This is an optimization exercise on Yosys and OpenROAD, whose aim is small area, not a production implementation.
At most, simulation tests tie the RTL to the original design; equivalence was not proved.
The RTL of run 1 was laid out without a check of its function.

==> flow/design.v (outline; a module is shown in full before it is edited, if it fits) <==
// module cordic_pipeline_rtl: 452 lines
module cordic_pipeline_rtl( clock, reset, ce, angle_in, sin_out, cos_out, valid_out );
  // ...
==> flow/flow/run.sh <==
#!/bin/bash
# Own layout flow: the standard flow (standard.sh) with three changes:
#  1. the port buffers use the smallest buffer cell (buf_1);
#  2. after the standard synthesis, the combinational cells other than full adders are
#     mapped again by Yosys/ABC for area (registers and their names are untouched);
#  3. full adders are flipped in polarity (FA(~a,~b,~c) = ~FA(a,b,c)) where that
#     removes inverters.
# Each rewritten netlist is checked against the standard synthesis's netlist by
# bit-parallel random simulation of every register input and every output port; a step
# whose result fails the check is dropped.
set -uo pipefail
export BUFFER_PORTS_ARGS="-buffer_cell sky130_fd_sc_hd__buf_1"
RES="$PWD/orfs/results/sky130hd/cordic_pipeline_rtl/base"
bash standard.sh "$RES/1_2_yosys.v" > standard_synth.log 2>&1 || exit 1
cp "$RES/1_2_yosys.v" "$PWD/netlist_standard.v"
CUR="$PWD/netlist_standard.v"
if python3 flow/remap.py "$CUR" "$PWD/netlist_remap.v" "$PWD" > remap.log 2>&1 \
   && python3 flow/simcheck.py "$PWD/netlist_standard.v" "$PWD/netlist_remap.v" > simcheck_remap.log 2>&1; then
  CUR="$PWD/netlist_remap.v"; echo "remap: used" >> remap.log
else
  echo "remap: dropped" >> remap.log
fi
if python3 flow/fixinv.py "$CUR" "$PWD/netlist_fixinv.v" > fixinv.log 2>&1 \
   && python3 flow/simcheck.py "$PWD/netlist_standard.v" "$PWD/netlist_fixinv.v" > simcheck_fixinv.log 2>&1; then
  CUR="$PWD/netlist_fixinv.v"; echo "fixinv: used" >> fixinv.log
else
  echo "fixinv: dropped" >> fixinv.log
fi
cp "$CUR" "$RES/1_2_yosys.v"
bash standard.sh > standard_layout.log 2>&1
==> flow/flow/fixinv.py <==
#!/usr/bin/env python3
"""Remove inverters around full adders in a flat Yosys netlist of sky130 cells.

A full adder is self-dual: FA(~a,~b,~c) = (~sum, ~cout). Each fa cell may be "flipped":
it is fed the complements of its inputs and its outputs then carry the complements of the
original signals. Nets joined by inverters form classes; a class needs one inverter when
some consumer wants the polarity its driver does not give. A greedy search over flips of
single adders and of connected adder groups lowers the inverter count; the netlist is then
rewritten. Usage: fixinv.py in.v out.v
"""
import re, sys, collections

INV_RE = re.compile(r"sky130_fd_sc_hd__(inv|clkinv)_\d+$")
FA_RE = re.compile(r"sky130_fd_sc_hd__fa_\d+$")
OUTPINS = {"X", "Y", "Q", "Q_N", "SUM", "COUT", "HI", "LO"}

def main(src, dst):
    text = open(src).read()
    m = re.search(r"^(.*?\bmodule\b.*?\);\n)(.*)(endmodule.*)$", text, re.S)
    head, body, tail = m.group(1), m.group(2), m.group(3)
    stmts = re.split(r"(?<=;)", body)
    cells = []
    for i, s in enumerate(stmts):
        mm = re.match(r"\s*(sky130_fd_sc_hd__\w+)\s+(\S+)\s*\((.*)\)\s*;\s*$", s, re.S)
        if mm:
            pins = collections.OrderedDict((p, n.strip()) for p, n in re.findall(r"\.(\w+)\(([^()]*)\)", mm.group(3)))
            cells.append({"i": i, "type": mm.group(1), "name": mm.group(2), "pins": pins})
    # nets used outside cells (assigns) or declared as ports keep their exact polarity
    pinned = set()
    for s in stmts:
        if re.match(r"\s*sky130_fd_sc_hd__", s): continue
        if re.match(r"\s*(wire|reg)\b", s): continue
        for n in re.findall(r"(\\\S+|[A-Za-z_][\w$]*)(\s*\[\d+(?::\d+)?\])?", s):
            pinned.add(n[0]); pinned.add((n[0] + n[1].replace(" ", "")) if n[1] else n[0])
    def base(n):
        return re.sub(r"\s*\[.*$", "", n)
    drv = {}
    loads = collections.defaultdict(list)
    for c in cells:
        for p, n in c["pins"].items():
            if p in OUTPINS: drv[n] = (c, p)
            else: loads[n].append((c, p))
    isinv = lambda c: bool(INV_RE.match(c["type"]))
    isfa = lambda c: bool(FA_RE.match(c["type"]))
    # classes: follow inverters back to the root
    pol = {}; root = {}
    def find(n):
        if n in root: return root[n], pol[n]
        d = drv.get(n)
        if d and isinv(d[0]):
            r, p = find(d[0]["pins"]["A"])
            root[n], pol[n] = r, p ^ 1
        else:
            root[n], pol[n] = n, 0
        return root[n], pol[n]
    allnets = set(drv) | set(loads)
    for n in allnets: find(n)
    members = collections.defaultdict(list)
    for n in allnets: members[root[n]].append(n)
    fas = [c for c in cells if isfa(c)]
    faid = {c["name"]: k for k, c in enumerate(fas)}
    flip = [0] * len(fas)
    # a class is frozen if any member net is pinned (port/assign) or it is a constant
    def frozen(r):
        return any(n in pinned or base(n) in pinned or "'" in n for n in members[r])
    # consumers of each class: list of (cell, pin, polarity wanted relative to root)
    cons = collections.defaultdict(list)
    for n in allnets:
        for (c, p) in loads.get(n, []):
            if isinv(c): continue
            cons[root[n]].append((c, p, pol[n]))
    def drvflip(r):
        d = drv.get(r)
        if d and isfa(d[0]): return flip[faid[d[0]["name"]]]
        return 0
    def cost(r):
        f0 = drvflip(r)
        need = set()
        for (c, p, q) in cons[r]:
            need.add(q ^ (flip[faid[c["name"]]] if isfa(c) else 0))
        if frozen(r):
            # every original member polarity must stay available under its own name
            need |= {pol[n] for n in members[r]}
        return 1 if (need - {f0}) else 0
    # classes touched by each fa
    touch = collections.defaultdict(set)
    for k, c in enumerate(fas):
        for p, n in c["pins"].items():
            if n in root: touch[k].add(root[n])
    classes = list(members)
    orig = sum(1 for c in cells if isinv(c))
    total = sum(cost(r) for r in classes)
    pass
    # groups: fas joined by direct (inverter-free or not) connections between fa pins
    adj = collections.defaultdict(set)
    for r in classes:
        ks = set()
        d = drv.get(r)
        if d and isfa(d[0]): ks.add(faid[d[0]["name"]])
        for (c, p, q) in cons[r]:
            if isfa(c): ks.add(faid[c["name"]])
        for a in ks:
            adj[a] |= ks - {a}
    def try_flip(group):
        cls = set()
        for k in group: cls |= touch[k]
        before = sum(cost(r) for r in cls)
        for k in group: flip[k] ^= 1
        after = sum(cost(r) for r in cls)
        if after < before: return before - after
        for k in group: flip[k] ^= 1
        return 0
    improved = True
    while improved:
        improved = False
        for k in range(len(fas)):
            if try_flip([k]): improved = True
        for k in range(len(fas)):
            for j in adj[k]:
                if j > k and try_flip([k, j]): improved = True
        # chains along carries
        for k in range(len(fas)):
            grp = [k]; cur = k
            for _ in range(12):
                nxt = [j for j in adj[cur] if j not in grp]
                if not nxt: break
                cur = nxt[0]; grp.append(cur)
                if try_flip(list(grp)): improved = True
    total = sum(cost(r) for r in classes)
    pass
    # rewrite: per class, nets for polarity 0/1
    newwires = []
    cnt = [0]
    def newnet():
        cnt[0] += 1
        nm = "_fixinv_%d_" % cnt[0]
        newwires.append(nm)
        return nm
    drop = set(c["name"] for c in cells if isinv(c))
    addcells = []
    for r in classes:
        polnet = {}
        for n in members[r]:
            polnet.setdefault(pol[n], n)
        f0 = drvflip(r)
        need = set()
        for (c, p, q) in cons[r]:
            need.add(q ^ (flip[faid[c["name"]]] if isfa(c) else 0))
        if frozen(r): need |= {pol[n] for n in members[r]}
        d = drv.get(r)
        if d is None:
            # undriven (input port / constant): keep the original inverters, they drive pinned nets
            for n in members[r]:
                dd = drv.get(n)
                if dd and isinv(dd[0]): drop.discard(dd[0]["name"])
            continue
        if frozen(r) and f0 == 0:
            # keep everything as is for frozen classes whose driver is not flipped
            for n in members[r]:
                dd = drv.get(n)
                if dd and isinv(dd[0]): drop.discard(dd[0]["name"])
            continue
        assert not frozen(r)
        net = {}
        net[f0] = polnet.get(f0) or newnet()
        d[0]["pins"][d[1]] = net[f0]
        if (1 ^ f0) in need:
            net[1 ^ f0] = polnet.get(1 ^ f0) or newnet()
            addcells.append(("sky130_fd_sc_hd__inv_1", net[f0], net[1 ^ f0]))
        for (c, p, q) in cons[r]:
            want = q ^ (flip[faid[c["name"]]] if isfa(c) else 0)
            c["pins"][p] = net[want]
    out = []
    for i, s in enumerate(stmts):
        out.append(s)
    for c in cells:
        if c["name"] in drop:
            out[c["i"]] = ""
            continue
        conn = ",".join("\n    .%s(%s%s)" % (p, n, " " if n.startswith("\\") else "") for p, n in c["pins"].items())
        out[c["i"]] = "\n  %s %s (%s\n  );" % (c["type"], c["name"], conn)
    extra = "".join("\n  wire %s;" % nm for nm in newwires)
    for k, (t, a, y) in enumerate(addcells):
        extra += "\n  %s _fixinv_cell_%d_ (\n    .A(%s%s),\n    .Y(%s%s)\n  );" % (t, k, a, " " if a.startswith("\\") else "", y, " " if y.startswith("\\") else "")
    res = head + extra + "".join(out) + "\n" + tail
    open(dst, "w").write(res)
    ninv = len(re.findall(r"sky130_fd_sc_hd__(?:inv|clkinv)_\d+ ", res))
    print("inverters after: %d" % ninv)

if __name__ == "__main__":
    main(sys.argv[1], sys.argv[2])
==> flow/flow/remap.py <==
#!/usr/bin/env python3
"""Re-map the combinational logic of a flat sky130 netlist with Yosys/ABC for area.

Registers (every sequential cell) and full-adder cells stay as they are, with their
instance names; all other cells are read as their liberty functions, flattened and mapped
again by ABC, avoiding the platform's don't-use cells.
Usage: remap.py in.v out.v workdir  (FLOW_HOME must point at ORFS's flow/ folder)"""
import os, re, sys, subprocess
flow = os.environ.get("FLOW_HOME", "/OpenROAD-flow-scripts/flow")
lib = flow + "/platforms/sky130hd/lib/sky130_fd_sc_hd__tt_025C_1v80.lib"
src, dst, wd = sys.argv[1], sys.argv[2], sys.argv[3]
txt = open(lib).read()
models = []
for m in re.finditer(r'\n    cell \("(\w+)"\) \{', txt):
    name = m.group(1)
    end = txt.find('\n    cell (', m.end()); body = txt[m.end(): end if end > 0 else len(txt)]
    if re.search(r'\n        (ff|latch|statetable) ', body): continue
    if re.search(r'__fa_\d', name): continue
    pins = []; outs = {}; ok = True
    for pm in re.finditer(r'\n        pin \("(\w+)"\) \{(.*?)\n        \}', body, re.S):
        d = re.search(r'direction : "(\w+)"', pm.group(2))
        if not d: continue
        f = re.search(r'function : "([^"]*)"', pm.group(2))
        pins.append((pm.group(1), d.group(1)))
        if d.group(1) == 'output':
            if not f: ok = False; break
            outs[pm.group(1)] = f.group(1)
    if not ok or not outs: continue
    s = "module %s(%s);\n" % (name, ", ".join(p for p, _ in pins))
    for p, d in pins: s += "  %s %s;\n" % (d, p)
    for o, f in outs.items(): s += "  assign %s = %s;\n" % (o, f.replace('!', '~'))
    models.append(s + "endmodule\n")
open(wd + "/remap_models.v", "w").write("".join(models))
cfg = open(flow + "/platforms/sky130hd/config.mk").read()
du = re.search(r"export DONT_USE_CELLS \+= \\(.*?)\n#", cfg, re.S).group(1)
dont = " ".join("-dont_use " + c for c in re.findall(r"sky130_fd_sc_hd__\w+", du))
ys = """read_liberty -lib {lib}
read_verilog -overwrite {wd}/remap_models.v
read_verilog {src}
hierarchy -top cordic_pipeline_rtl
flatten
techmap
opt -purge
abc -liberty {lib} {dont}
opt_clean -purge
hilomap -singleton -hicell sky130_fd_sc_hd__conb_1 HI -locell sky130_fd_sc_hd__conb_1 LO
insbuf -buf sky130_fd_sc_hd__buf_4 A X
opt_clean -purge
check
stat -liberty {lib}
write_verilog -noattr -nohex -nodec {dst}
""".format(lib=lib, wd=wd, src=src, dst=dst, dont=dont)
open(wd + "/remap.ys", "w").write(ys)
r = subprocess.run(["yosys", "-s", wd + "/remap.ys"], stdout=open(wd + "/remap_yosys.log", "w"), stderr=subprocess.STDOUT)
sys.exit(r.returncode)
==> flow/flow/simcheck.py <==
#!/usr/bin/env python3
"""Compare two flat sky130 netlists combinationally: flop outputs and primary inputs are
driven with the same random bit-parallel words, and every flop input and primary output
must match. Usage: simcheck.py gold.v gate.v [lib]"""
import re, sys, random, collections
LIB = "/OpenROAD-flow-scripts/flow/platforms/sky130hd/lib/sky130_fd_sc_hd__tt_025C_1v80.lib"
W = 1 << 14
MASK = (1 << W) - 1

def libfuncs(path):
    txt = open(path).read()
    funcs = {}; seq = set()
    for m in re.finditer(r'\n    cell \("(\w+)"\) \{', txt):
        name = m.group(1)
        end = txt.find('\n    cell (', m.end())
        body = txt[m.end(): end if end > 0 else len(txt)]
        if re.search(r'\n        (ff|latch|statetable) ', body): seq.add(name); continue
        outs = {}
        for pm in re.finditer(r'\n        pin \("(\w+)"\) \{(.*?)\n        \}', body, re.S):
            f = re.search(r'function : "([^"]*)"', pm.group(2))
            if f and 'direction : "output"' in pm.group(2): outs[pm.group(1)] = f.group(1)
        funcs[name] = outs
    return funcs, seq

def pyexpr(f):
    f = f.replace('!', ' ~').replace('&', ' & ').replace('|', ' | ').replace('^', ' ^ ')
    f = re.sub(r'\b([A-Z]\w*)\b', r'v["\1"]', f)
    f = f.replace('1', 'MASK') if f.strip() == '1' else f
    return f

def parse(path):
    text = open(path).read()
    cells = []
    for mm in re.finditer(r"(sky130_fd_sc_hd__\w+)\s+(\S+)\s*\((.*?)\);", text, re.S):
        pins = dict((p, n.strip()) for p, n in re.findall(r"\.(\w+)\(([^()]*)\)", mm.group(3)))
        cells.append((mm.group(1), mm.group(2), pins))
    assigns = re.findall(r"assign\s+(.*?)\s*=\s*(.*?);", text)
    ins = []
    for d in re.findall(r"input\s+(\[[^\]]*\])?\s*(\S+);", text):
        if d[0]:
            hi, lo = map(int, re.match(r"\[(\d+):(\d+)\]", d[0]).groups())
            ins += ["%s[%d]" % (d[1], i) for i in range(lo, hi + 1)]
        else: ins.append(d[1])
    outs = []
    for d in re.findall(r"output\s+(\[[^\]]*\])?\s*(\S+);", text):
        if d[0]:
            hi, lo = map(int, re.match(r"\[(\d+):(\d+)\]", d[0]).groups())
            outs += ["%s[%d]" % (d[1], i) for i in range(lo, hi + 1)]
        else: outs.append(d[1])
    return cells, assigns, ins, outs

def norm(n):
    n = n.strip()
    if n.startswith("\\"): n = n[1:]
    return n.replace(" ", "")

def simulate(path, funcs, seq, stim):
    cells, assigns, ins, outs = parse(path)
    val = {"1'h0": 0, "1'h1": MASK, "1'b0": 0, "1'b1": MASK}
    for n in ins: val[norm(n)] = stim.setdefault("in:" + norm(n), random.getrandbits(W))
    flops = {}
    for t, nm, pins in cells:
        tt = t.replace("sky130_fd_sc_hd__", "")
        if t in seq:
            q = norm(pins.get("Q", ""))
            val[q] = stim.setdefault("ff:" + nm, random.getrandbits(W))
            flops[nm] = pins
    comb = [(t, nm, pins) for t, nm, pins in cells if t not in seq]
    drv = {}
    for c in comb:
        for p, n in c[2].items():
            if p in funcs[c[0]]: drv[norm(n)] = c
    asg = {norm(a): norm(b) for a, b in assigns}
    done = set()
    sys.setrecursionlimit(100000)
    def get(n):
        n = norm(n)
        if n in val: return val[n]
        if n in asg:
            val[n] = get(asg[n]); return val[n]
        c = drv.get(n)
        if c is None: raise KeyError(n)
        t, nm, pins = c
        v = {p: get(pins[p]) for p in pins if p not in funcs[t]}
        for op, f in funcs[t].items():
            e = pyexpr(f)
            r = eval(e, {"v": v, "MASK": MASK}) & MASK
            val[norm(pins[op])] = r
        return val[n]
    res = {}
    for nm, pins in flops.items():
        for p in pins:
            if p not in ("Q", "CLK", "Q_N"): res["ff:%s.%s" % (nm, p)] = get(pins[p])
    for o in outs: res["out:" + norm(o)] = get(o)
    return res

funcs, seq = libfuncs(sys.argv[3] if len(sys.argv) > 3 else LIB)
random.seed(1)
stim = {}
a = simulate(sys.argv[1], funcs, seq, stim)
b = simulate(sys.argv[2], funcs, seq, stim)
bad = [k for k in a if a[k] != b.get(k)]
print("compared %d signals x %d vectors; mismatches: %d" % (len(a), W, len(bad)))
print(bad[:10])
sys.exit(1 if bad or set(a) != set(b) else 0)
==> flow/standard.sh <==
#!/bin/bash
# synth_recipe.tcl (not shown) runs the flow's synth.tcl, then flattens the netlist and writes it again
# the make line also repeats each setting of config.mk as NAME=value (left out here)
make -C /OpenROAD-flow-scripts/flow DESIGN_CONFIG=/design/flow/config.mk WORK_HOME=/design/flow/orfs CLKGATE_MAP_FILE= SYNTH_SCRIPT=/design/flow/synth_recipe.tcl "${@:-finish}"
==> flow/config.mk <==
export PLATFORM = sky130hd
export DESIGN_NAME = cordic_pipeline_rtl
export DESIGN_NICKNAME = cordic_pipeline_rtl
export VERILOG_FILES = /design/flow/design.v
export SDC_FILE = /design/flow/constraint.sdc
export NUM_CORES = 4
export LEC_CHECK = 0
export CAP_MARGIN = 0
export CORE_MARGIN = 2
export CORE_UTILIZATION = 70
export CTS_CLUSTER_DIAMETER = 100
export CTS_CLUSTER_SIZE = 30
export GPL_TIMING_DRIVEN = 1
export PLACE_DENSITY = 0.75
export SETUP_SLACK_MARGIN = 0.15
export SLEW_MARGIN = 0
==> flow/constraint.sdc <==
create_clock -name core_clock -period 4.5 [get_ports {clock}]
set_input_delay 0.9000 -clock core_clock [delete_from_list [all_inputs] [get_ports {clock}]]
set_output_delay 0.9000 -clock core_clock [all_outputs]
set_load 0.01 [all_outputs]
==> run_results.csv, run 1 <==
group,metric,value,unit
grt,antenna_found_initial,0,
setup_path,r2r_setup_slack,-0.04,ns
run_status,violations,"setup timing",
detailed_routing,drc,0,
timing,rsz0062_at_grt,"true",
setup_path,critPathArrivalTime,4.78,ns
timing,fin_ws,-0.0431,ns
layout,nets,1461,
setup_path,slowest_stage,"edfxtp_1",
detailed_routing,drt-total-wl,26500,microns
setup_path,end_kind,"flop",
run_status,status,"finished with violations",
placed_design,io_buffers,39,
grt,grt_use_met1,28.5,%
placed_design,dp_worst_setup_slack,-0.102,ns
setup_path,start_kind,"flop",
clock_network,clockBufferDepth,3,
timing,setup_violations,5,
setup_path,cp_common_cell,"and2_4",
detailed_routing,drtPass1Iterations,5,
floorplanning,taps,275,
timing,hold_violations,0,
clock_network,cts_tree,"yes",
grt,grt_usage,23.4,%
logic_synthesis,synthCells,1227,
layout,multi_input_area_share,43.1,%
layout,diodes,0,
timing,slew_viol_final,0,
grt,grt_overflow,0,
job,max_cap_viol_count,0,
timing,max_slew_margin,31.4,%
clock_network,clock-sinks,264,
layout,top_register,"l1_e",
==> run 2: changes to the inputs <==
--- a/flow/design.v
+++ b/flow/design.v
@@ -198,42 +198,41 @@
 wire [12:0] ty_31 = {ty_31_hi, ty_31_lo, 1'b0};
 wire signed [11:0] x_28 = tx_30[12:1];
 wire signed [11:0] y_29 = ty_31[12:1];
 reg signed [11:0] l13_x;
 reg signed [11:0] l13_y;
 reg [10:9] l13_d;
 wire [10:0] dw_32 = {l13_d, 9'd0};
 wire x_33_d9 = dw_32[9], x_33_d10 = dw_32[10];
-wire [3:0] x_33_fy9 = {l13_y[11], l13_y[11:9]};
-wire [3:0] x_33_fx9 = {l13_x[11], l13_x[11:9]};
-wire [3:0] x_33_ex9 = x_33_d9 ? (4'd0 - x_33_fy9) : x_33_fy9;
-wire [3:0] x_33_ey9 = x_33_d9 ? x_33_fx9 : (4'd0 - x_33_fx9);
-wire [4:0] x_33_lx = {2'b00, l13_x[2:0]} + {x_33_ex9[3], x_33_ex9};
+wire x_33_mx9 = x_33_d9, x_33_my9 = ~x_33_d9, x_33_mx10 = x_33_d10, x_33_my10 = ~x_33_d10;
+wire [2:0] x_33_fy9 = l13_y[11:9];
+wire [2:0] x_33_fx9 = l13_x[11:9];
+wire [3:0] x_33_gx = {x_33_fy9[2], x_33_fy9} ^ {4{x_33_mx9}};
+wire [4:0] x_33_lx = {2'b00, l13_x[2:0]} + {x_33_gx[3], x_33_gx} + {4'd0, x_33_mx9};
 wire x_33_upx = ~x_33_lx[4] & x_33_lx[3] & (&l13_x[9:3]);
 wire x_33_dnx = x_33_lx[4] & ~(|l13_x[9:3]);
 wire [1:0] x_33_tx = l13_x[11:10];
 wire [1:0] x_33_fx10 = x_33_upx ? x_33_tx + 2'd1 : x_33_dnx ? x_33_tx - 2'd1 : x_33_tx;
-wire [4:0] x_33_ly = {2'b00, l13_y[2:0]} + {x_33_ey9[3], x_33_ey9};
+wire [3:0] x_33_gy = {x_33_fx9[2], x_33_fx9} ^ {4{x_33_my9}};
+wire [4:0] x_33_ly = {2'b00, l13_y[2:0]} + {x_33_gy[3], x_33_gy} + {4'd0, x_33_my9};
 wire x_33_upy = ~x_33_ly[4] & x_33_ly[3] & (&l13_y[9:3]);
 wire x_33_dny = x_33_ly[4] & ~(|l13_y[9:3]);
 wire [1:0] x_33_ty = l13_y[11:10];
 wire [1:0] x_33_fy10 = x_33_upy ? x_33_ty + 2'd1 : x_33_dny ? x_33_ty - 2'd1 : x_33_ty;
-wire [2:0] x_33_fy10s = {x_33_fy10[1], x_33_fy10};
-wire [2:0] x_33_fx10s = {x_33_fx10[1], x_33_fx10};
-wire [2:0] x_33_ex10 = x_33_d10 ? (3'd0 - x_33_fy10s) : x_33_fy10s;
-wire [2:0] x_33_ey10 = x_33_d10 ? x_33_fx10s : (3'd0 - x_33_fx10s);
-wire [4:0] x_33_Ex = {x_33_ex9[3], x_33_ex9} + {{2{x_33_ex10[2]}}, x_33_ex10};
-wire [5:0] x_33_Lx = {2'b00, l13_x[3:0]} + {x_33_Ex[4], x_33_Ex};
+wire [5:0] x_33_ax = {{3{x_33_fy9[2]}}, x_33_fy9} ^ {6{x_33_mx9}};
+wire [5:0] x_33_bx = {{4{x_33_fy10[1]}}, x_33_fy10} ^ {6{x_33_mx10}};
+wire [5:0] x_33_Lx = {2'b00, l13_x[3:0]} + x_33_ax + x_33_bx + {5'd0, x_33_mx9} + {5'd0, x_33_mx10};
 wire x_33_Ux = ~x_33_Lx[5] & x_33_Lx[4];
 wire x_33_Nx = x_33_Lx[5];
 wire [7:0] x_33_Hx = x_33_Ux ? l13_x[11:4] + 8'd1 : x_33_Nx ? l13_x[11:4] - 8'd1 : l13_x[11:4];
 wire [11:0] x_33 = {x_33_Hx, x_33_Lx[3:0]};
-wire [4:0] x_33_Ey = {x_33_ey9[3], x_33_ey9} + {{2{x_33_ey10[2]}}, x_33_ey10};
-wire [5:0] x_33_Ly = {2'b00, l13_y[3:0]} + {x_33_Ey[4], x_33_Ey};
+wire [5:0] x_33_ay = {{3{x_33_fx9[2]}}, x_33_fx9} ^ {6{x_33_my9}};
+wire [5:0] x_33_by = {{4{x_33_fx10[1]}}, x_33_fx10} ^ {6{x_33_my10}};
+wire [5:0] x_33_Ly = {2'b00, l13_y[3:0]} + x_33_ay + x_33_by + {5'd0, x_33_my9} + {5'd0, x_33_my10};
 wire x_33_Uy = ~x_33_Ly[5] & x_33_Ly[4];
 wire x_33_Ny = x_33_Ly[5];
 wire [7:0] x_33_Hy = x_33_Uy ? l13_y[11:4] + 8'd1 : x_33_Ny ? l13_y[11:4] - 8'd1 : l13_y[11:4];
 wire [11:0] y_34 = {x_33_Hy, x_33_Ly[3:0]};
 reg signed [11:0] l14_x;
 reg signed [11:0] l14_y;
 wire signed [23:0] ex_35 = l14_x;
 wire [11:0] u_38 = l14_x ^ 12'h800;
==> run_results.csv, run 2 <==
group,metric,value,unit
run_status,status,"complete, no violations",
setup_path,max_stage_delay,0.58,ns
layout,drive_above_1_share,12.1,%
clock_network,htree_num_levels,1,
timing,rsz0062_at_grt,"true",
setup_path,cp_max_fo,3,
layout,top_register,"l1_e",
logic_synthesis,synth_warnings,1,
setup_path,required,4.74,ns
clock_network,clock-sinks,264,
setup_path,slowest_stage,"fa_2",
detailed_routing,post_drt_wl_per_cell,15.8,microns
clock_network,cts_tree,"yes",
placed_design,dp_worst_setup_slack,-0.0365,ns
layout,final_area,0.0169,sq mm
logic_synthesis,synthesis.nets,1311,
floorplanning,initial_core_util,71.5,%
layout,nets,1462,
layout,diodes,0,
grt,antenna_found_initial,0,
worst_hold_path,min-delay-path-class,"reg -> reg",
clock_network,hold_buffers,0,
logic_synthesis,synthCells,1203,
floorplanning,io_pins,40,
layout,largest_register_ffs,14,
setup_path,r2r_setup_slack,0.18,ns
setup_path,cp-endpoint,"l15_c[11]",
timing,hold_violations,0,
layout,syn_to_final_growth,12.5,%
placed_design,gp_congestion,0.896,
grt,grt_overflow,0,
floorplanning,die_x,151,microns
detailed_routing,vias,9127,
layout,final_common_cell,"edfxtp_1",
setup_path,criticalPathCategory,"reg -> reg",
setup_path,setup.worst_path.start,"l14_x[5]",
job,max_cap_viol_count,0,
layout,fillers,1216,
setup_path,critPathArrivalTime,4.56,ns
logic_synthesis,syn_area,0.0150,sq mm
detailed_routing,first_iter_violations,500,
floorplanning,core.rowCount,53,
grt,grt_max_degree,155,
detailed_routing,drtPass1Iterations,4,
timing,fin_ws,0.185,ns
timing,slew_viol_final,0,
timing,max_freq,232,MHz
detailed_routing,drc,0,
setup_path,rr_endpoint,"l15_c[11]",
timing,skew,0.0116,ns
timing,period_needed,4.32,ns
detailed_routing,drt-vias-per-instance,5.59,
clock_network,cts_buffers,12,
clock_network,cts_root_buffer,"clkbuf_16",
detailed_routing,antenna_left,0,
floorplanning,coreArea,0.0210,sq mm
setup_path,reg2reg_depth,13,
logic_synthesis,syn-mean-instance-area,12.5,sq um
timing,max_slew_margin,40.2,%
grt,grt_pass1_vias,9002,
timing,setup_violations,0,
setup_path,end_kind,"flop",
timing,worst_pin_slew,0.897,ns
setup_path,worstPathCellList,"buf_4, fa_1, fa_1, fa_2, fa_2, xor2_2, inv_2, o41ai_4, and2_4, a21oi_4, nor3_2, o211ai_1, maj3_2",
placed_design,hpwl,18400,microns
layout,final_core_util,80.4,%
floorplanning,die_height,151,microns
placed_design,place_area,0.0160,sq mm
grt,grt_usage,22.5,%
setup_path,start_kind,"flop",
floorplanning,dieArea,0.0227,sq mm
placed_design,io_buffers,39,
timing,fin_crit_sh,95.9,%
grt,grt_first_pass_wirelength,40600,microns
layout,final_cell_mix,"edfxtp_1, xnor2_1, nor2_1, xor2_1, buf_4",
setup_path,r2r_start,"l14_x[5]",
detailed_routing,drt-total-wl,25800,microns
clock_network,clockBufferDepth,3,
clock_network,clk_pin_slew,0.11,ns
clock_network,worstSkewPairLatency,0.48,ns
## run 2: changes by cell type in the layout (fill, tap and decap cells not counted), sizes merged, moves of 7 or more
| cell | previous run | this run |
|---|---|---|
| buf | 114 | 136 |
| nand2b | 16 | 31 |
| nor2b | 25 | 16 |
| and3 | 18 | 10 |
| nor2 | 93 | 101 |
| and2 | 20 | 27 |
| o21a | 9 | 2 |
## run 2: critical path: cells and delay by family (launching register included)
family	cells	cell delay, ns
xor gates and xnor gates	1	0.17
DFF	1	0.45
AOI/OAI and AO/OA	3	0.58
buffers and inverters	2	0.24
and+or+nand+nor	2	0.43
adders and majority gates	5	2.18
## run 2: layer usage
layer / GRT usage, % / wire (microns)
met1: 26.4 / 10300
met2: 42.7 / 13900
met3: 2.61 / 777
met4: 7.74 / 767
met5: 0 / 0
## run 2: worst min-delay path by stage
| stage | endpoint | depth (start not counted) | slack (ns) | startpoint |
|---|---|---|---|---|
| after floorplan | l10_d[10] | 0 | 0.40 | l9_d[10] |
| after global placement | l4_d[3] | 0 | 0.40 | l3_d[3] |
| after detailed placement | l6_d[6] | 0 | 0.40 | l5_d[6] |
| after CTS | l4_d[7] | 0 | 0.43 | l3_d[7] |
| after global routing | l4_d[7] | 0 | 0.43 | l3_d[7] |
| final | l6_d[10] | 0 | 0.42 | l5_d[10] |
## run 2: stage by stage
| step | hold slack [ns] | instances | setup TNS, ns |
|---|---|---|---|
| final | 0.424 | 1634 | 0 |
| after floorplan | 0.400 | 1203 | 0 |
| after global routing | 0.434 | 1634 | 0 |
| after detailed placement | 0.405 | 1573 | -0.0860 |
| after global placement | 0.402 | 1573 | 0 |
| after CTS | 0.428 | 1609 | 0 |
## run 2: cell type report
class	instances	area [sq um]	area share (%)
clock buffers	17	340	2.01
clock inverters	2	8.76	0.0518
inverters	92	345	2.04
well taps	275	344	2.03
repair buffers	137	927	5.48
flip-flops and latches	264	7890	46.6
multi-input cells	847	7060	41.7
## run 2: repair_timing
item,CTS,global route
setup endpoints to repair,17,29
pin swaps,1,29
gates resized for setup,11,55
setup buffers,17,25
==> run 3: changes to the inputs <==
--- a/flow/config.mk
+++ b/flow/config.mk
@@ -12,5 +12,4 @@
 export CTS_CLUSTER_SIZE = 30
 export GPL_TIMING_DRIVEN = 1
 export PLACE_DENSITY = 0.75
-export SETUP_SLACK_MARGIN = 0.15
 export SLEW_MARGIN = 0
==> run_results.csv, run 3 <==
group,metric,value,unit
logic_synthesis,synthCells,1203,
clock_network,htree_num_levels,1,
setup_path,cp_max_fo,4,
floorplanning,die_x,151,microns
clock_network,hold_buffers,0,
placed_design,place_area,0.0160,sq mm
worst_hold_path,min-delay-path-class,"reg -> reg",
clock_network,clockBufferDepth,3,
logic_synthesis,synthesis.nets,1311,
timing,fin_crit_sh,95.9,%
setup_path,required,4.74,ns
timing,fin_ws,0.182,ns
clock_network,clk_pin_slew,0.11,ns
clock_network,cts_tree,"yes",
floorplanning,io_pins,40,
placed_design,dp_worst_setup_slack,-0.112,ns
floorplanning,coreArea,0.0210,sq mm
layout,final_core_util,78.9,%
logic_synthesis,syn-mean-instance-area,12.5,sq um
timing,slew_viol_final,0,
setup_path,critPathArrivalTime,4.56,ns
grt,grt_usage,22.5,%
placed_design,io_buffers,39,
logic_synthesis,synth_warnings,1,
grt,grt_first_pass_wirelength,40700,microns
job,max_cap_viol_count,0,
detailed_routing,drtPass1Iterations,5,
timing,max_freq,232,MHz
timing,skew,0.0185,ns
timing,rsz0062_at_grt,"true",
timing,period_needed,4.32,ns
layout,fillers,1274,
logic_synthesis,syn_area,0.0150,sq mm
detailed_routing,drt-total-wl,24600,microns
grt,grt_max_degree,126,
setup_path,r2r_setup_slack,0.18,ns
detailed_routing,antenna_left,0,
grt,grt_overflow,0,
grt,antenna_found_initial,0,
placed_design,dp_cells,1570,
setup_path,end_kind,"flop",
run_status,status,"complete, no violations",
detailed_routing,post_drt_wl_per_cell,15.3,microns
layout,multi_input_area,0.00695,sq mm
timing,worst_pin_slew,0.881,ns
layout,largest_register_ffs,14,
floorplanning,core.rowCount,53,
layout,final-seq-area,0.00789,sq mm
timing,max_slew_margin,41.3,%
timing,setup_violations,0,
layout,top_register,"l1_e",
detailed_routing,vias,8949,
layout,stdcell_count,1603,
layout,final_cell_mix,"edfxtp_1, xnor2_1, nor2_1, xor2_1, fa_1",
grt,grt_pass1_vias,8983,
timing,hold_violations,0,
detailed_routing,first_iter_violations,404,
placed_design,gp_congestion,0.853,
setup_path,start_kind,"flop",
clock_network,worstSkewPairLatency,0.48,ns
floorplanning,dieArea,0.0227,sq mm
detailed_routing,drc,0,
layout,diodes,0,
floorplanning,initial_core_util,71.5,%
clock_network,cts_root_buffer,"clkbuf_16",
floorplanning,die_height,151,microns
clock_network,cts_buffers,13,
setup_path,criticalPathCategory,"reg -> reg",
layout,final_area,0.0166,sq mm
layout,final_common_cell,"edfxtp_1",
clock_network,clock-sinks,264,
detailed_routing,drt-vias-per-instance,5.58,
placed_design,hpwl,18100,microns
layout,nets,1431,
layout,syn_to_final_growth,10.3,%
layout,drive_above_1_share,8.28,%
==> run 3: layout make-up <==
type	count	share of cell area, %
sequential	264	47.6
multi-input combinational	847	41.9
timing repair buffer	105	4.05
inverter	92	2.08
tap	275	2.08
clock buffer	16	2.03
clock inverter	4	0.257
==> run 3: repair_timing <==
action	in CTS	in global routing
gates cloned	0	0
setup buffers	1	12
gates resized for setup	6	29
setup endpoints to repair	7	24
endpoints found under the hold margin	0	0
pin swaps	0	6
==> run 3: worst max-delay path, stage by stage (launching register included) <==
cell      delay [ns]
edfxtp_1        0.51
fa_1            0.55
fa_1            0.44
fa_2            0.39
fa_1            0.47
nand2b_4        0.17
xor2_1          0.15
inv_1           0.11
o41ai_4         0.25
and2_4          0.20
a21oi_1         0.11
nor3_2          0.21
o211ai_1        0.14
maj3_1          0.38
==> run 3: metal layers <==
metal / vias to the layer above / global-route usage [%] / part of all wire (%)
met2: 145 / 43.6 / 55
li1: 4431 / - / -
met4: 0 / 7.08 / 2.5
met5: - / 0 / 0
met3: 45 / 2.24 / 2.8
met1: 4328 / 26.0 / 40
==> run 3: final timing paths <==
kind                  from         to  cells after the start
setup / recovery  l14_x[0]  l15_c[11]                     13
hold / removal    l10_d[9]   l11_d[9]                      0
setup reg to reg  l14_x[0]  l15_c[11]                     13
hold reg to reg   l10_d[9]   l11_d[9]                      0
==> run 3: stage by stage <==
stage | hold slack, ns | TNS (ns)
floorplan | 0.400 | 0
global placement | 0.403 | 0
detailed placement | 0.405 | -0.171
CTS | 0.425 | 0
global route | 0.434 | -0.119
finish | 0.415 | 0
==> run 4: changes to the inputs <==
--- a/flow/flow/fixinv.py
+++ b/flow/flow/fixinv.py
@@ -73,14 +73,17 @@
         d = drv.get(r)
         if d and isfa(d[0]): return flip[faid[d[0]["name"]]]
         return 0
+    def keepall(r):
+        return frozen(r) or drv.get(r) is None
     def cost(r):
         f0 = drvflip(r)
         need = set()
         for (c, p, q) in cons[r]:
             need.add(q ^ (flip[faid[c["name"]]] if isfa(c) else 0))
-        if frozen(r):
-            # every original member polarity must stay available under its own name
-            need |= {pol[n] for n in members[r]}
+        if keepall(r):
+            # all original inverters stay; count only missing polarities
+            have = {pol[n] for n in members[r]}
+            return 100 * f0 + len(need - have)
         return 1 if (need - {f0}) else 0
     # classes touched by each fa
     touch = collections.defaultdict(set)
@@ -131,9 +134,11 @@
     # rewrite: per class, nets for polarity 0/1
     newwires = []
     cnt = [0]
+    tag = 0
+    while ("fixinv%d_" % tag) in text: tag += 1
     def newnet():
         cnt[0] += 1
-        nm = "_fixinv_%d_" % cnt[0]
+        nm = "_fixinv%d_%d_" % (tag, cnt[0])
         newwires.append(nm)
         return nm
     drop = set(c["name"] for c in cells if isinv(c))
@@ -148,19 +153,21 @@
             need.add(q ^ (flip[faid[c["name"]]] if isfa(c) else 0))
         if frozen(r): need |= {pol[n] for n in members[r]}
         d = drv.get(r)
-        if d is None:
-            # undriven (input port / constant): keep the original inverters, they drive pinned nets
+        if keepall(r):
+            # undriven (port, constant, assign) or pinned class: keep its inverters and nets;
+            # only flipped adders reading it are moved to the complement
+            assert f0 == 0
             for n in members[r]:
                 dd = drv.get(n)
                 if dd and isinv(dd[0]): drop.discard(dd[0]["name"])
+            for (c, p, q) in cons[r]:
+                if isfa(c) and flip[faid[c["name"]]]:
+                    want = q ^ 1
+                    if want not in polnet:
+                        polnet[want] = newnet()
+                        addcells.append(("sky130_fd_sc_hd__inv_1", polnet[1 ^ want], polnet[want]))
+                    c["pins"][p] = polnet[want]
             continue
-        if frozen(r) and f0 == 0:
-            # keep everything as is for frozen classes whose driver is not flipped
-            for n in members[r]:
-                dd = drv.get(n)
-                if dd and isinv(dd[0]): drop.discard(dd[0]["name"])
-            continue
-        assert not frozen(r)
         net = {}
         net[f0] = polnet.get(f0) or newnet()
         d[0]["pins"][d[1]] = net[f0]
@@ -181,7 +188,7 @@
         out[c["i"]] = "\n  %s %s (%s\n  );" % (c["type"], c["name"], conn)
     extra = "".join("\n  wire %s;" % nm for nm in newwires)
     for k, (t, a, y) in enumerate(addcells):
-        extra += "\n  %s _fixinv_cell_%d_ (\n    .A(%s%s),\n    .Y(%s%s)\n  );" % (t, k, a, " " if a.startswith("\\") else "", y, " " if y.startswith("\\") else "")
+        extra += "\n  %s _fixinv%d_cell_%d_ (\n    .A(%s%s),\n    .Y(%s%s)\n  );" % (t, tag, k, a, " " if a.startswith("\\") else "", y, " " if y.startswith("\\") else "")
     res = head + extra + "".join(out) + "\n" + tail
     open(dst, "w").write(res)
     ninv = len(re.findall(r"sky130_fd_sc_hd__(?:inv|clkinv)_\d+ ", res))
--- a/flow/config.mk
+++ b/flow/config.mk
@@ -10,6 +10,6 @@
 export CORE_UTILIZATION = 70
 export CTS_CLUSTER_DIAMETER = 100
 export CTS_CLUSTER_SIZE = 30
-export GPL_TIMING_DRIVEN = 1
+export GPL_TIMING_DRIVEN = 0
 export PLACE_DENSITY = 0.75
 export SLEW_MARGIN = 0
==> run_results.csv, run 4 <==
group,metric,value,unit
run_status,status,"complete, no violations",
layout,final_area,0.0168,sq mm
timing,worst_pin_slew,0.911,ns
grt,grt_usage,21.3,%
detailed_routing,antenna_left,0,
detailed_routing,drt-total-wl,24500,microns
setup_path,criticalPathCategory,"reg -> reg",
clock_network,cts_root_buffer,"clkbuf_16",
timing,fin_crit_sh,97.3,%
clock_network,cts_tree,"yes",
placed_design,dp_worst_setup_slack,-0.313,ns
clock_network,worstSkewPairLatency,0.48,ns
logic_synthesis,synthCells,1204,
setup_path,critPathArrivalTime,4.61,ns
timing,max_freq,228,MHz
layout,diodes,0,
layout,fillers,1234,
clock_network,cts_buffers,12,
logic_synthesis,syn-mean-instance-area,12.5,sq um
detailed_routing,vias,9014,
layout,final_core_util,79.8,%
detailed_routing,drc,0,
worst_hold_path,hp-start,"l6_d[5]",
detailed_routing,drtPass1Iterations,4,
timing,slew_viol_final,0,
logic_synthesis,synth_warnings,1,
layout,top_register,"l1_e",
setup_path,start_kind,"flop",
setup_path,critical-path-top-delay-family,"adder cells",
placed_design,dp_cells,1524,
layout,final_cell_mix,"edfxtp_1, xnor2_1, nor2_1, xor2_1, fa_1",
clock_network,hold_buffers,0,
layout,multi_input_area,0.00711,sq mm
layout,nets,1433,
timing,setup_violations,0,
clock_network,htree_num_levels,1,
layout,final-seq-area,0.00789,sq mm
floorplanning,core.rowCount,53,
timing,skew,0.0149,ns
grt,antenna_found_initial,0,
timing,fin_tns_setup,0,ns
clock_network,clk_pin_slew,0.12,ns
detailed_routing,drt-vias-per-instance,5.62,
floorplanning,coreArea,0.0210,sq mm
setup_path,end_kind,"flop",
placed_design,io_buffers,39,
timing,hold-worst-slack,0.422,ns
setup_path,cp_max_fo,4,
setup_path,cp_common_cell,"fa_1",
setup_path,required,4.74,ns
timing,fin_ws,0.122,ns
layout,stdcell_count,1604,
timing,hold_violations,0,
grt,grt_pass1_vias,8592,
job,max_cap_viol_count,0,
timing,period_needed,4.38,ns
layout,syn_to_final_growth,11.6,%
grt,grt_first_pass_wirelength,38800,microns
floorplanning,io_pins,40,
clock_network,clockBufferDepth,3,
grt,grt_overflow,0,
placed_design,hpwl,17300,microns
floorplanning,die_x,151,microns
layout,drive_above_1_share,10.2,%
detailed_routing,first_iter_violations,441,
layout,largest_register_ffs,14,
setup_path,setup.worst_path.start,"l14_x[1]",
setup_path,max_stage_delay,0.59,ns
setup_path,r2r_start,"l14_x[1]",
grt,grt_max_degree,46,
floorplanning,dieArea,0.0227,sq mm
placed_design,place_area,0.0157,sq mm
clock_network,clock-sinks,264,
logic_synthesis,syn_area,0.0150,sq mm
detailed_routing,post_drt_wl_per_cell,15.3,microns
logic_synthesis,synthesis.nets,1312,
setup_path,worstPathCellList,"fa_1, fa_1, fa_2, fa_1, nand2b_1, xor2_1, inv_2, o41ai_4, and2_4, a21oi_2, nor3_2, o211ai_1, maj3_2",
placed_design,gp_congestion,0.894,
floorplanning,initial_core_util,71.5,%
setup_path,slowest_stage,"fa_1",
timing,max_slew_margin,39.3,%
floorplanning,die_height,151,microns
layout,final_common_cell,"edfxtp_1",
worst_hold_path,min-delay-path-class,"reg -> reg",
setup_path,cp.buffers_inverters,1,
==> run 4: cell count changes in the layout (fill, tap and decap cells not counted), moves of 4 or more <==
| cell | before | now |
|---|---|---|
| inv_2 | 3 | 7 |
| buf_12 | 2 | 7 |
| a21oi_1 | 48 | 44 |
| a21oi_2 | 0 | 4 |
==> run 4: worst register-to-register path, stage by stage (launching register included) <==
cell and delay, ns:
edfxtp_1 0.51, fa_1 0.59, fa_1 0.44, fa_2 0.36, fa_1 0.46, nand2b_1 0.20
xor2_1 0.18, inv_2 0.08, o41ai_4 0.25, and2_4 0.21, a21oi_2 0.08, nor3_2 0.26
o211ai_1 0.19, maj3_2 0.33
==> run 4: what timing repair did <==
item / 4_1_cts / 5_1_grt
pin swaps: 1 / 17
gates cloned: 0 / 0
gates resized for setup: 24 / 44
setup buffers: 12 / 50
endpoints found under the setup margin: 26 / 33
==> run 4: final cells by class <==
class,count,area share (%)
Sequential cell,264,47.0
Multi-Input combinational cell,847,42.4
Timing Repair Buffer,107,4.44
Inverter,93,2.08
Tap cell,275,2.05
Clock buffer,17,2.03
Clock inverter,1,0.0522
==> run 4: path summary, 6_finish.rpt <==
| path | cells past startpoint | slack (ns) | to |
|---|---|---|---|
| setup reg to reg | 13 | 0.12 | l15_c[11] |
| hold / removal | 0 | 0.42 | l7_d[5] |
| setup / recovery | 13 | 0.12 | l15_c[11] |
| hold reg to reg | 0 | 0.42 | l7_d[5] |
==> run 4: per-layer routing <==
layer,up-vias,global-route usage (%),share of wire (%)
met5,-,0,0
met4,0,5.42,2.4
met3,44,1.97,2.5
met2,141,41.0,55
met1,4398,25.6,40
li1,4431,-,-
==> run 5: changes to the inputs <==
--- a/flow/flow/run.sh
+++ b/flow/flow/run.sh
@@ -14,7 +14,9 @@
 bash standard.sh "$RES/1_2_yosys.v" > standard_synth.log 2>&1 || exit 1
 cp "$RES/1_2_yosys.v" "$PWD/netlist_standard.v"
 CUR="$PWD/netlist_standard.v"
-if python3 flow/remap.py "$CUR" "$PWD/netlist_remap.v" "$PWD" > remap.log 2>&1 \
+ABCSCRIPT=""
+if [ -f flow/remap.abc ]; then ABCSCRIPT="-script $PWD/flow/remap.abc"; fi
+if python3 flow/remap.py "$CUR" "$PWD/netlist_remap.v" "$PWD" "$ABCSCRIPT" > remap.log 2>&1 \
    && python3 flow/simcheck.py "$PWD/netlist_standard.v" "$PWD/netlist_remap.v" > simcheck_remap.log 2>&1; then
   CUR="$PWD/netlist_remap.v"; echo "remap: used" >> remap.log
 else
==> flow/flow/remap.abc (new file) <==
strash
&get -n
&fraig -x
&put
scorr
dc2
dretime
strash
&get -n
&dch -f
&nf -R 1000
&put
--- a/flow/flow/remap.py
+++ b/flow/flow/remap.py
@@ -9,6 +9,7 @@
 flow = os.environ.get("FLOW_HOME", "/OpenROAD-flow-scripts/flow")
 lib = flow + "/platforms/sky130hd/lib/sky130_fd_sc_hd__tt_025C_1v80.lib"
 src, dst, wd = sys.argv[1], sys.argv[2], sys.argv[3]
+abcextra = sys.argv[4] if len(sys.argv) > 4 else ""
 txt = open(lib).read()
 models = []
 for m in re.finditer(r'\n    cell \("(\w+)"\) \{', txt):
@@ -41,7 +42,7 @@
 flatten
 techmap
 opt -purge
-abc -liberty {lib} {dont}
+abc -liberty {lib} {dont} ABCEXTRA
 opt_clean -purge
 hilomap -singleton -hicell sky130_fd_sc_hd__conb_1 HI -locell sky130_fd_sc_hd__conb_1 LO
 insbuf -buf sky130_fd_sc_hd__buf_4 A X
@@ -49,7 +50,7 @@
 check
 stat -liberty {lib}
 write_verilog -noattr -nohex -nodec {dst}
-""".format(lib=lib, wd=wd, src=src, dst=dst, dont=dont)
+""".format(lib=lib, wd=wd, src=src, dst=dst, dont=dont).replace("ABCEXTRA", abcextra)
 open(wd + "/remap.ys", "w").write(ys)
 r = subprocess.run(["yosys", "-s", wd + "/remap.ys"], stdout=open(wd + "/remap_yosys.log", "w"), stderr=subprocess.STDOUT)
 sys.exit(r.returncode)
--- a/flow/config.mk
+++ b/flow/config.mk
@@ -10,6 +10,6 @@
 export CORE_UTILIZATION = 70
 export CTS_CLUSTER_DIAMETER = 100
 export CTS_CLUSTER_SIZE = 30
-export GPL_TIMING_DRIVEN = 0
+export GPL_TIMING_DRIVEN = 1
 export PLACE_DENSITY = 0.75
 export SLEW_MARGIN = 0
==> run_results.csv, run 5 <==
group,metric,value,unit
clock_network,cts_root_buffer,"clkbuf_16",
clock_network,cts_buffers,13,
timing,fin_ws,0.0728,ns
layout,syn_to_final_growth,11.8,%
logic_synthesis,syn-mean-instance-area,12.5,sq um
logic_synthesis,synthesis.nets,1297,
timing,setup_violations,0,
setup_path,critPathArrivalTime,4.67,ns
detailed_routing,drt-vias-per-instance,5.55,
job,max_cap_viol_count,0,
worst_hold_path,min-delay-path-class,"reg -> reg",
grt,grt_overflow,0,
layout,drive_above_1_share,11.0,%
timing,fin_crit_sh,98.4,%
logic_synthesis,synthCells,1189,
detailed_routing,vias,8924,
grt,antenna_found_initial,0,
layout,final_common_cell,"edfxtp_1",
placed_design,dp_cells,1563,
grt,grt_first_pass_wirelength,39600,microns
timing,max_freq,226,MHz
floorplanning,die_height,150,microns
timing,worst_pin_slew,0.938,ns
timing,rsz0062_at_grt,"true",
detailed_routing,drc,0,
layout,nets,1436,
detailed_routing,first_iter_violations,499,
placed_design,io_buffers,39,
clock_network,cts_tree,"yes",
timing,slew_viol_final,0,
layout,top_register,"l1_e",
detailed_routing,antenna_left,0,
grt,grt_usage,22.1,%
setup_path,end_kind,"flop",
timing,hold_violations,0,
detailed_routing,drtPass1Iterations,5,
floorplanning,core.rowCount,53,
placed_design,dp_worst_setup_slack,-0.115,ns
layout,diodes,0,
clock_network,hold_buffers,0,
logic_synthesis,syn_area,0.0148,sq mm
floorplanning,die_x,150,microns
timing,skew,0.0208,ns
timing,period_needed,4.43,ns
setup_path,cp_max_fo,3,
clock_network,htree_num_levels,1,
setup_path,critical-path-top-delay-family,"adder cells",
floorplanning,coreArea,0.0209,sq mm
floorplanning,io_pins,40,
setup_path,max_stage_delay,0.55,ns
grt,grt_pass1_vias,8775,
floorplanning,dieArea,0.0224,sq mm
setup_path,required,4.75,ns
setup_path,slowest_stage,"fa_1",
setup_path,cp.buffers_inverters,0,
detailed_routing,post_drt_wl_per_cell,15.6,microns
clock_network,clockBufferDepth,3,
layout,final_cell_mix,"edfxtp_1, xnor2_1, xor2_1, nor2_1, nand2_1",
setup_path,worstPathCellList,"fa_1, fa_1, fa_2, and2_4, nor4_4, o21ai_1, nand2b_4, nand2b_4, a21oi_4, and3_4, nor2_2, or2_1, nor2_2, maj3_2, o21bai_1, o21ai_1",
floorplanning,initial_core_util,70.9,%
setup_path,start_kind,"flop",
timing,max_slew_margin,37.5,%
logic_synthesis,synth_warnings,1,
placed_design,hpwl,17700,microns
clock_network,clock-sinks,264,
run_status,status,"complete, no violations",
placed_design,gp_congestion,0.909,
grt,grt_max_degree,160,
layout,stdcell_count,1609,
layout,final-seq-area,0.00789,sq mm
clock_network,clk_pin_slew,0.11,ns
layout,fillers,1225,
setup_path,criticalPathCategory,"reg -> reg",
detailed_routing,drt-total-wl,25100,microns
layout,multi_input_area,0.00679,sq mm
clock_network,worstSkewPairLatency,0.50,ns
layout,largest_register_ffs,14,
[run 5: cell type report]
type / instances / share of cell area (%)
tap: 275 / 2.08
clock inverter: 4 / 0.317
sequential: 264 / 47.6
clock buffer: 17 / 2.05
inverter: 90 / 2.04
timing repair buffer: 124 / 4.91
multi-input combinational: 835 / 41.0
[run 5: through the flow]
| stage | util [%] | setup TNS (ns) | hold slack [ns] | instance area [sq um] |
|---|---|---|---|---|
| finish | 79.3 | 0 | 0.419 | 16600 |
| global route | 79.3 | -0.276 | 0.427 | 16600 |
| CTS | 77.8 | -0.00743 | 0.419 | 16200 |
| detailed placement | 75.6 | -0.262 | 0.405 | 15800 |
| global placement | 75.6 | 0 | 0.402 | 15800 |
| floorplan | - | 0 | 0.400 | 14800 |
[run 5: repair_timing]
action / CTS / global route
setup buffers: 5 / 20
gates cloned: 0 / 0
pin swaps: 4 / 14
resized for setup: 7 / 48
endpoints found under the setup margin: 6 / 24
[run 5: final timing paths]
path / start / endpoint / slack [ns] / cells past startpoint
worst max-delay path: l14_y[1] / l15_s[11] / 0.07 / 16
worst min-delay path: l2_d[3] / l3_d[3] / 0.42 / 0
worst max register to register: l14_y[1] / l15_s[11] / 0.07 / 16
worst min register to register: l2_d[3] / l3_d[3] / 0.42 / 0
[run 5: metal layers]
metal  global-route usage [%]  part of all wire, %  vias up
li1                         -                    -     4402
met1                     26.2                   40     4330
met2                     42.9                   55      145
met3                     2.20                  2.6       47
met4                     5.76                  2.3        0
met5                        0                    0        -
==> run 6: changes to the inputs <==
==> flow/flow/remap.abc (replaced) <==
strash
&get -n
&fraig -x
&put
scorr
dc2
dretime
strash
dch -f
map -a
==> run_results.csv, run 6 <==
group,metric,value,unit
timing,fin_crit_sh,96.3,%
grt,grt_first_pass_wirelength,41700,microns
detailed_routing,drtPass1Iterations,5,
layout,syn_to_final_growth,8.49,%
timing,slew_viol_final,0,
placed_design,io_buffers,39,
layout,top_register,"l1_e",
detailed_routing,first_iter_violations,485,
timing,hold_violations,0,
worst_hold_path,min_to,"l6_d[9]",
timing,fin_ws,0.166,ns
grt,grt_usage,23.1,%
job,max_cap_viol_count,0,
clock_network,clk_pin_slew,0.12,ns
setup_path,required,4.74,ns
timing,worst_pin_slew,0.734,ns
clock_network,htree_num_levels,1,
layout,final_common_cell,"edfxtp_1",
timing,setup_violations,0,
logic_synthesis,syn_area,0.0151,sq mm
detailed_routing,drt-vias-per-instance,5.45,
detailed_routing,vias,9687,
clock_network,worstSkewPairLatency,0.49,ns
logic_synthesis,syn-mean-instance-area,10.7,sq um
setup_path,r2r_setup_slack,0.17,ns
setup_path,critPathArrivalTime,4.58,ns
grt,grt_max_degree,111,
worst_hold_path,holdPathStages,0,
detailed_routing,drt-total-wl,26400,microns
clock_network,clockBufferDepth,3,
grt,antenna_found_initial,0,
layout,drive_above_1_share,7.31,%
placed_design,gp_congestion,0.882,
layout,final_cell_mix,"edfxtp_1, inv_1, nor2_1, nand2_1, xor2_1",
placed_design,dp_cells,1742,
layout,fillers,1358,
placed_design,place_area,0.0158,sq mm
logic_synthesis,synthesis.nets,1515,
clock_network,clock-sinks,264,
layout,final_core_util,77.8,%
timing,fin_tns_setup,0,ns
timing,skew,0.0184,ns
timing,max_slew_margin,51.1,%
logic_synthesis,synth_warnings,1,
placed_design,hpwl,19800,microns
clock_network,cts_buffers,12,
setup_path,reg2reg_depth,25,
worst_hold_path,hp-start,"l5_d[9]",
clock_network,cts_root_buffer,"clkbuf_16",
layout,nets,1608,
setup_path,max_stage_delay,0.56,ns
floorplanning,die_x,151,microns
layout,final_area,0.0164,sq mm
detailed_routing,drc,0,
setup_path,start_kind,"flop",
worst_hold_path,min-delay-path-class,"reg -> reg",
layout,stdcell_count,1779,
floorplanning,io_pins,40,
setup_path,slowest_stage,"fa_1",
timing,hold-worst-slack,0.415,ns
logic_synthesis,synthCells,1407,
floorplanning,die_height,151,microns
detailed_routing,antenna_left,0,
clock_network,hold_buffers,0,
clock_network,cts_tree,"yes",
setup_path,end_kind,"flop",
floorplanning,core.rowCount,53,
grt,grt_overflow,0,
setup_path,r2r_start,"l13_d[9]",
run_status,status,"complete, no violations",
floorplanning,initial_core_util,71.7,%
placed_design,dp_worst_setup_slack,-0.0834,ns
layout,diodes,0,
layout,largest_register_ffs,14,
floorplanning,coreArea,0.0211,sq mm
grt,grt_pass1_vias,9452,
detailed_routing,post_drt_wl_per_cell,14.8,microns
floorplanning,dieArea,0.0228,sq mm
setup_path,cp_max_fo,6,
setup_path,rr_endpoint,"l14_y[11]",
timing,max_freq,231,MHz
timing,period_needed,4.33,ns
setup_path,criticalPathCategory,"reg -> reg",
run 6: worst max-delay path, delay by kind of cell (launching register included):
family / cells / cell delay, ns
multiplexers: 1 / 0.23
adder cells (fa/ha/maj): 1 / 0.56
AND/OR/NAND/NOR: 8 / 0.97
AO/OA/AOI/OAI: 6 / 0.76
buffers and inverters: 6 / 0.57
flip-flops: 1 / 0.52
XOR/XNOR: 3 / 0.46
run 6: how the worst max path moves through the flow:
stage	slack [ns]	endpoint	from
5_1_grt	-0.09	l14_y[11]	l13_d[9]
2_1_floorplan	0.27	l15_s[10]	l14_y[5]
3_5_place_dp	-0.08	l15_s[10]	l14_y[1]
6_report	0.17	l14_y[11]	l13_d[9]
3_3_place_gp	0.10	l15_s[10]	l14_y[0]
4_1_cts	0.004	l14_y[10]	l13_d[9]
run 6: area by class of cell:
type	count	area, sq um	share of cell area [%]
tap	275	344	2.10
clock buffer	17	340	2.08
sequential	264	7890	48.1
inverter	240	901	5.49
clock inverter	1	8.76	0.0534
timing repair buffer	79	475	2.90
multi-input combinational	903	6440	39.3
run 6: timing repair:
| action | in CTS | in global routing |
|---|---|---|
| buffers inserted | 0 | 19 |
| setup endpoints to repair | 4 | 18 |
| pin swaps | 0 | 15 |
| resized for setup | 5 | 39 |
| hold endpoints to repair | 0 | 0 |
run 6: routing by layer:
metal  routed length (microns)  GRT usage, %
met1                      9850          25.0
met2                     14700          46.5
met3                       907          2.35
met4                       918          7.48
met5                         0             0
==> run 7: changes to the inputs <==
--- a/flow/flow/fixinv.py
+++ b/flow/flow/fixinv.py
@@ -8,7 +8,7 @@
 single adders and of connected adder groups lowers the inverter count; the netlist is then
 rewritten. Usage: fixinv.py in.v out.v
 """
-import re, sys, collections
+import os, re, sys, collections
 
 INV_RE = re.compile(r"sky130_fd_sc_hd__(inv|clkinv)_\d+$")
 FA_RE = re.compile(r"sky130_fd_sc_hd__fa_\d+$")
@@ -104,13 +104,18 @@
             if isfa(c): ks.add(faid[c["name"]])
         for a in ks:
             adj[a] |= ks - {a}
+    base_cost = {r: cost(r) for r in classes}
+    strict = os.environ.get("FIXINV_STRICT", "1") == "1"
     def try_flip(group):
         cls = set()
         for k in group: cls |= touch[k]
         before = sum(cost(r) for r in cls)
         for k in group: flip[k] ^= 1
-        after = sum(cost(r) for r in cls)
-        if after < before: return before - after
+        costs = {r: cost(r) for r in cls}
+        after = sum(costs.values())
+        # strict: never add an inverter where the standard netlist had none
+        if after < before and not (strict and any(costs[r] > base_cost[r] for r in cls)):
+            return before - after
         for k in group: flip[k] ^= 1
         return 0
     improved = True
--- a/flow/config.mk
+++ b/flow/config.mk
@@ -12,4 +12,5 @@
 export CTS_CLUSTER_SIZE = 30
 export GPL_TIMING_DRIVEN = 1
 export PLACE_DENSITY = 0.75
+export SETUP_SLACK_MARGIN = 0.1
 export SLEW_MARGIN = 0
==> run_results.csv, run 7 <==
group,metric,value,unit
setup_path,start_kind,"flop",
detailed_routing,drc,0,
job,max_cap_viol_count,0,
floorplanning,die_height,152,microns
placed_design,place_area,0.0159,sq mm
clock_network,clock-sinks,264,
setup_path,cp_max_fo,5,
layout,top_register,"l1_e",
worst_hold_path,hp-start,"l5_d[5]",
layout,diodes,0,
setup_path,criticalPathCategory,"reg -> reg",
worst_hold_path,min-delay-path-class,"reg -> reg",
layout,syn_to_final_growth,8.60,%
placed_design,io_buffers,39,
grt,grt_usage,23.1,%
floorplanning,die_x,152,microns
timing,setup_violations,0,
setup_path,critPathArrivalTime,4.60,ns
timing,slew_viol_final,0,
layout,drive_above_1_share,6.85,%
placed_design,dp_worst_setup_slack,-0.0253,ns
grt,grt_overflow,0,
clock_network,clockBufferDepth,3,
clock_network,worstSkewPairLatency,0.49,ns
setup_path,reg2reg_depth,25,
layout,final-seq-area,0.00789,sq mm
floorplanning,io_pins,40,
clock_network,htree_num_levels,1,
layout,multi_input_area,0.00647,sq mm
timing,max_freq,229,MHz
clock_network,hold_buffers,0,
grt,antenna_found_initial,0,
detailed_routing,drt-vias-per-instance,5.38,
layout,final_cell_mix,"edfxtp_1, inv_1, nor2_1, nand2_1, xor2_1",
timing,hold-worst-slack,0.423,ns
floorplanning,core.rowCount,53,
clock_network,cts_root_buffer,"clkbuf_16",
timing,rsz0062_at_grt,"true",
timing,period_needed,4.37,ns
floorplanning,coreArea,0.0212,sq mm
placed_design,gp_congestion,0.878,
timing,hold_violations,0,
grt,grt_max_degree,68,
detailed_routing,drt-total-wl,26200,microns
setup_path,end_kind,"flop",
setup_path,setup.worst_path.start,"l13_d[9]",
timing,max_slew_margin,35.2,%
timing,worst_pin_slew,0.973,ns
detailed_routing,antenna_left,0,
run_status,status,"complete, no violations",
timing,fin_crit_sh,97.2,%
detailed_routing,drtPass1Iterations,7,
placed_design,hpwl,19800,microns
logic_synthesis,synthesis.nets,1546,
setup_path,r2r_start,"l13_d[9]",
detailed_routing,post_drt_wl_per_cell,14.5,microns
clock_network,cts_buffers,12,
floorplanning,dieArea,0.0230,sq mm
layout,largest_register_ffs,14,
worst_hold_path,holdPathStages,0,
floorplanning,initial_core_util,71.8,%
layout,final_common_cell,"edfxtp_1",
layout,final_area,0.0165,sq mm
detailed_routing,first_iter_violations,596,
clock_network,cts_tree,"yes",
detailed_routing,vias,9730,
grt,grt_pass1_vias,9637,
timing,fin_ws,0.128,ns
logic_synthesis,synthCells,1438,
logic_synthesis,syn_area,0.0152,sq mm
layout,nets,1637,
grt,grt_first_pass_wirelength,42100,microns
clock_network,clk_pin_slew,0.11,ns
timing,skew,0.0178,ns
setup_path,required,4.73,ns
logic_synthesis,synth_warnings,1,
layout,final_core_util,77.9,%
logic_synthesis,syn-mean-instance-area,10.6,sq um
layout,fillers,1346,
[run 7: critical path: stages, from the launching register on]
cell	delay [ns]
edfxtp_1	0.45
buf_4	0.20
xor2_4	0.18
inv_1	0.08
nand2_1	0.10
nand3_1	0.11
nor2_1	0.13
nand4_1	0.11
nand2_1	0.09
nand2_1	0.08
xnor2_2	0.21
inv_2	0.11
fa_1	0.47
nand2_1	0.13
inv_1	0.07
a21oi_1	0.14
a21oi_1	0.12
o211ai_1	0.30
inv_1	0.10
nand2_1	0.07
nand2_1	0.11
nor3_2	0.22
nand2_1	0.15
inv_1	0.11
o21ai_0	0.10
xor2_1	0.16
[run 7: final timing paths]
check	to	slack [ns]
setup reg to reg	l14_x[8]	0.13
hold reg to reg	l6_d[5]	0.42
setup / recovery	l14_x[8]	0.13
hold / removal	l6_d[5]	0.42
[run 7: cell type report]
class	instances	share of cell area, %
Multi-Input combinational cell	903	39.1
Clock buffer	17	2.06
Sequential cell	264	47.7
Tap cell	275	2.08
Timing Repair Buffer	77	2.88
Inverter	271	6.15
Clock inverter	1	0.0529
[run 7: stage by stage]
step	cells	TNS (ns)
after global placement	1773	0
after CTS	1796	0
after detailed placement	1773	-0.0491
final	1808	0
after global routing	1808	-0.462
after floorplan	1438	0
[run 7: repair_timing]
item	CTS	global route
endpoints found under the setup margin	12	20
pin swaps	1	16
resized for setup	10	38
setup buffers	5	12
[run 7: routing by layer]
layer	part of all wire [%]	vias up	track usage, %
met5	0	-	0
met4	3.5	0	9.03
met3	3.3	66	2.43
met2	55	199	44.6
met1	38	4626	26.1
li1	-	4839	-

-- re-timing with driven ports --
The flow's constraints put no driver on any port. The routed layouts listed below were extracted and timed again, unchanged, in two steps. Step 1, drivers: a clkbuf_16 drives clock and a buf_2 each remaining input, both assumed. Step 2 moves the port delays by t, midway between the first and last clock arrival at a register: inputs arrive t later, outputs are due t later. That takes back most of the time a late clock gives input paths. Slacks: ideal ports / drivers / drivers and shift; pairs: ideal ports / drivers.
| run | shift t [ns] | setup WS [ns] | clock arrival spread, ns | worst slew at a driven data input, ns |
|---|---|---|---|---|
| run 1 | 0.521 | -0.043 / -0.043 / -0.043 | 0.021 / 0.022 | 0.03 |
| run 2 | 0.516 | 0.185 / 0.185 / 0.185 | 0.013 / 0.013 | 0.03 |
| run 3 | 0.525 | 0.182 / 0.182 / 0.182 | 0.023 / 0.022 | 0.03 |
| run 4 | 0.518 | 0.122 / 0.122 / 0.122 | 0.016 / 0.015 | 0.03 |
| run 5 | 0.530 | 0.073 / 0.073 / 0.073 | 0.024 / 0.023 | 0.03 |
| run 6 | 0.522 | 0.166 / 0.166 / 0.166 | 0.019 / 0.019 | 0.03 |
| run 7 | 0.523 | 0.128 / 0.128 / 0.128 | 0.023 / 0.022 | 0.03 |
